This design comes from an exercise in tuning for small area on the open sky130 flow, not from production work.
Only simulation tests tie the RTL to the original design; equivalence was not proved.
No driver is modelled on the clock port, so clock power and skew are understated where the tree is cut down; a real chip needs a root buffer or a tree.
No activity file was given, so power comes from the tool's default toggle rates.

==> flow/design.v (excerpt) <==
module mastermind(
    input clk,
    input rst,
    input enterA,
    input enterB,
    input [2:0] letterIn,
    output [7:0] LEDX,
    output [6:0] SSD3,
    output [6:0] SSD2,
    output [6:0] SSD1,
    output [6:0] SSD0
);
Size in the first run: ~260 cells after synthesis, ~36 flip-flops, roughly 43 I/O pins, roughly 2200 um^2 of cells after synthesis.
==> module mastermind, before the edit <==
module mastermind(
    input clk,
    input rst,
    input enterA,
    input enterB,
    input [2:0] letterIn,
    output [7:0] LEDX,
    output [6:0] SSD3,
    output [6:0] SSD2,
    output [6:0] SSD1,
    output [6:0] SSD0
);
    localparam [3:0] START = 4'b0000, SS = 4'b0001, SAP = 4'b0010, SBL = 4'b0011,
                     ER = 4'b0101, SAB = 4'b0110,
                     MI = 4'b1000, BI = 4'b1100, SC = 4'b1001, CHK = 4'b1110, WN = 4'b1111;
    reg [3:0] s, ns;
    reg cm;                     
    reg [2:0] c3, c2, c1, c0;   
    reg [2:0] g3, g2, g1;       
    reg [2:0] xm, pm;           
    reg sa, sb;                 
    reg l1, l0;                 
    wire I   = ~s[3];                       
    wire E   = s[3] & ~s[1] & ~s[0];        
    wire Bk  = E & s[2];
    wire Mk  = E & ~s[2];
    wire SCs = s[3] & ~s[1] & s[0];
    wire FB  = s[3] & s[1];                 
    wire [6:0] cnt = {g1[2], g2, g3};
    wire tc = cnt[6] & cnt[5] & cnt[2];           
    wire disp = (I & (s[2] | s[1] | s[0])) | SCs;
    wire nz3 = |g3, nz2 = |g2, nz1 = |g1;
    wire q0 = ~nz3, q1 = nz3 & ~nz2, q2 = nz2 & ~nz1, q3 = nz1;    
    wire pA = enterA, pB = enterB;
    wire rp = (s[2] ^ cm) ? pB : pA;              
    wire bp = cm ? pA : pB;                       
    wire lnz = |letterIn;
    wire allm = xm[2] & xm[1] & xm[0] & g1[1];
    wire go = l1 | l0;                            
    wire last = ~l0;
    wire winA = cm ^ s[0];                        
    wire e3 = letterIn == c3;
    wire e2 = letterIn == c2;
    wire e1 = letterIn == c1;
    wire e0 = letterIn == c0;
    wire pres = e3 | e2 | e1 | e0;
    always @(*) begin
        ns = s;
        case (s)
            START: if (pA | pB) ns = SS;
            SS:    if (tc) ns = SAP;
            SAP:   if (tc) ns = MI;
            SAB:   if (tc) ns = SBL;
            SBL:   if (tc) ns = BI;
            ER:    if (tc) ns = go ? START : SAP;
            MI:    if (rp & lnz & q3) ns = SAB;
            BI:    if (rp & lnz & q3) ns = CHK;
            CHK:   if (!allm) ns = WN; else if (bp) ns = ER;
            WN:    if (bp) ns = last ? SC : SBL;
            SC:    if (tc) ns = ER;
            default: ns = START;
        endcase
    end
    always @(posedge clk or negedge rst)
        if (!rst) s <= START;
        else s <= ns;
    wire [6:0] cnt_n = tc ? 7'd0 : cnt + 7'd1;
    wire [2:0] lin = letterIn & {3{rp}};          
    wire sSTART = s == START, sER = s == ER, sCHK = s == CHK, sWN = s == WN;
    wire lset = (s == SAP) | (s == SAB) | Mk;                       
    wire ev = (sCHK & allm & bp) | (sWN & bp & last);               
    wire wsh = sWN & bp & ~last;                                    
    wire vexit = E & q3 & rp & lnz;                                 
    wire [2:0] ld3 = {3{E & q0}}, ld2 = {3{E & q1}};
    wire ld1 = E & q2;
    wire [6:0] cld = {ld1, ld2, ld3};                               
    wire [6:0] clin = {lin[2], lin, lin};
    wire [6:0] cnt_d = ({7{disp}} & cnt_n) |
                       ({7{E}} & ((cld & clin) | (~cld & {7{~vexit}} & cnt)));
    wire fb0 = Bk & q3 & rp & lnz;
    wire [1:0] g10_d = {2{~disp}} & (({2{ld1}} & lin[1:0]) | ({2{fb0}} & {e0, pres}) |
                                     ({2{~ld1 & ~fb0}} & g1[1:0]));
    always @(posedge clk) begin
        cm <= (sSTART & ~pA) | (~sSTART & (cm ^ (sER & tc & ~go)));
        if (Mk && q0) c3 <= letterIn;
        if (Mk && q1) c2 <= letterIn;
        if (Mk && q2) c1 <= letterIn;
        if (Mk && q3) c0 <= letterIn;
        {g1[2], g2, g3} <= cnt_d;
        g1[1:0] <= g10_d;
        if (Bk && q0) begin xm[2] <= e3; pm[2] <= pres; end
        if (Bk && q1) begin xm[1] <= e2; pm[1] <= pres; end
        if (Bk && q2) begin xm[0] <= e1; pm[0] <= pres; end
        sa <= ~sSTART & (sa | (ev & winA));
        sb <= ~sSTART & (sb | (ev & ~winA));
        l1 <= (ev & winA & sa) | lset | (l1 & ~ev & ~wsh & ~sSTART);
        l0 <= (ev & ~winA & sb) | lset | (wsh & l1) | (l0 & ~ev & ~wsh & ~sSTART);
    end
    function [6:0] let7;
        input [2:0] l;
        reg z;
        begin
            z = ~(l[2] | l[1] | l[0]);
            let7[6] = z | (l[1] & ~l[0]) | (l[2] & l[1]);
            let7[5] = z;
            let7[4] = z;
            let7[3] = ~l[1];
            let7[2] = ~l[0] | (~l[2] & l[1]);
            let7[1] = ~l[0] | (~l[2] & l[1]);
            let7[0] = z | (l[2] & (l[1] | l[0]));
        end
    endfunction
    wire info = I & ~(tc & s[0] & (s[1] | s[2]));    
    wire [2:0] src3 = ({3{E & q0}} & letterIn) | ({3{Bk & nz3}} & g3) | ({3{SCs}} & c3);
    wire [2:0] src2 = ({3{E & q1}} & letterIn) | ({3{Bk & nz2}} & g2) | ({3{SCs}} & c2);
    wire [2:0] src1 = ({3{E & q2}} & letterIn) | ({3{Bk & nz1}} & g1) | ({3{SCs}} & c1);
    wire [2:0] src0 = ({3{E & q3}} & letterIn) | ({3{SCs}} & c0);
    wire [6:0] l3 = let7(src3), l2 = let7(src2), l1d = let7(src1), l0d = let7(src0);
    wire iSc = s[0] & ~s[1];                 
    wire iP  = s[1] & ~s[0];                 
    wire iL  = s[1] & s[0];                  
    wire iSt = ~s[2] & ~s[1] & ~s[0];        
    wire one_a = sa & ~l1;
    wire [6:0] i2 = {iSc ? ~l1 : iL,
                     iSc & sa,
                     iSc & one_a,
                     iSc ? one_a : ~iL,
                     iSc ? l1 : ~iSt,
                     iL,
                     iSc ? one_a : iL};
    wire showA0 = iP & (cm ^ ~s[2]);         
    wire one_b = sb & ~l0;
    reg [6:0] i0;
    always @(*) begin
        if (iSc)         i0 = {~l0, sb, one_b, one_b, l0, 1'b0, one_b};
        else if (iL)     i0 = {~l0, 1'b1, l1 | ~l0, ~l0, l0 & ~l1, 1'b0, ~l0};
        else if (showA0) i0 = 7'b0001000;
        else             i0 = 7'b0000011;
    end
    wire dash3 = Mk & nz3;
    wire dash2 = Mk & nz2;
    wire dash1 = (Mk & nz1) | info;
    assign SSD3 = {l3[6] & ~dash3, l3[5:0]};
    assign SSD2 = info ? i2 : {l2[6] & ~dash2, l2[5:0]};
    assign SSD1 = {l1d[6] & ~dash1, l1d[5:0]};
    assign SSD0 = info ? i0 : l0d;
    wire blink = I & s[2] & s[0] & go & cnt[3];    
    assign LEDX = ({8{FB}} & {xm[2], pm[2], xm[1], pm[1], xm[0], pm[0], g1[1], g1[0]}) | {8{blink}};
endmodule
export LEC_CHECK = 0
export CAP_MARGIN = 20
export CORE_MARGIN = 2
export CORE_UTILIZATION = 70
export GPL_TIMING_DRIVEN = 0
export SLEW_MARGIN = 20
create_clock -name core_clock -period 10.0 [get_ports {clk}]
standard.sh (not shown) runs the stock make flow with config.mk's settings and CLKGATE_MAP_FILE= SYNTH_SCRIPT=/design/flow/synth_recipe.tcl, a recipe that flattens the netlist after the stock synthesis.
==> flow/flow/run.sh <==
#!/bin/bash
# Own layout flow: the standard flow (standard.sh) with
#  - synthesis through flow/synth.tcl: the same registers as the standard synthesis;
#    the logic is mapped by a deeper, area-oriented ABC script (flow/abc.script), and
#    adders are left to ABC (no ADDER_MAP_FILE),
#  - no pass-through buffers in synthesis (SYNTH_INSBUF=0): every port gets its own
#    buffer in placement anyway,
#  - port buffers made with the smallest buffer cell (sky130_fd_sc_hd__buf_1),
#  - a flat clock tree: the clock port drives three buffers (buf_6), each at the centre
#    of a cluster of registers (flow/pre_cts.tcl), instead of TritonCTS's H-tree.
# make's output (every tool's) goes to make.log here; ORFS's per-step logs are in orfs/logs/.
set -euo pipefail
HERE=$(pwd)
bash standard.sh SYNTH_SCRIPT=$HERE/flow/synth.tcl ADDER_MAP_FILE= SYNTH_INSBUF=0 \
  "BUFFER_PORTS_ARGS=-buffer_cell sky130_fd_sc_hd__buf_1" \
  PRE_CTS_TCL=$HERE/flow/pre_cts.tcl CLK_BUF_CELL=sky130_fd_sc_hd__buf_6 CLK_CLUSTERS=3 \
  finish > $HERE/make.log 2>&1
Other scripts of this flow, unchanged in this note and not shown: flow/flow/abc.script, flow/flow/pre_cts.tcl, flow/flow/synth.tcl
The baseline went through all stages and came out clean.
Change:
--- a/flow/design.v
+++ b/flow/design.v
@@ -81,12 +81,9 @@
     wire [1:0] g10_d = {2{~disp}} & (({2{ld1}} & lin[1:0]) | ({2{fb0}} & {e0, pres}) |
                                      ({2{~ld1 & ~fb0}} & g1[1:0]));
     always @(posedge clk) begin
         cm <= (sSTART & ~pA) | (~sSTART & (cm ^ (sER & tc & ~go)));
-        if (Mk && q0) c3 <= letterIn;
-        if (Mk && q1) c2 <= letterIn;
-        if (Mk && q2) c1 <= letterIn;
-        if (Mk && q3) c0 <= letterIn;
+        if (Mk && rp && lnz) {c3, c2, c1, c0} <= {c2, c1, c0, letterIn};
         {g1[2], g2, g3} <= cnt_d;
         g1[1:0] <= g10_d;
         if (Bk && q0) begin xm[2] <= e3; pm[2] <= pres; end
         if (Bk && q1) begin xm[1] <= e2; pm[1] <= pres; end
Result: Wire length decreases by about 5.6%; worst hold slack improves by 0.015 ns; fmax went down by about 2.4%; combinational power rises to 30 times its value; cell count stays flat; design area grows by 0.61%; sequential power increases by 40%; synthesized area grows by about 0.7%.
In every run of this note, the design's own scripts or RTL, not TritonCTS, make the clock network.

static timing again, ports no longer ideal:
In the flow no input, the clock included, has a driving cell. The finished layouts below were timed again as built, in two steps.
Step 1 (the two cells are an assumption about what drives the block):
set clk [get_ports {clk}]
set_driving_cell -lib_cell sky130_fd_sc_hd__clkbuf_16 $clk
set_driving_cell -lib_cell sky130_fd_sc_hd__buf_2 [delete_from_list [all_inputs] $clk]
Step 2 also shifts input and output timing later by t, the mid clock arrival at the registers, as if the neighbouring blocks saw the same clock.
a / b / c = ideal / step 1 / step 2; a / b = the first two.
run	t (ns)	setup slack, ns	slew at the worst register clock pin (ns)	cell pins on the clock port's net
the first run	0.158	4.203 / 4.183 / 4.183	0.10 / 0.10	3
the second run	0.164	4.061 / 4.041 / 4.041	0.09 / 0.09	3
After both steps setup and hold are still met in every run listed.
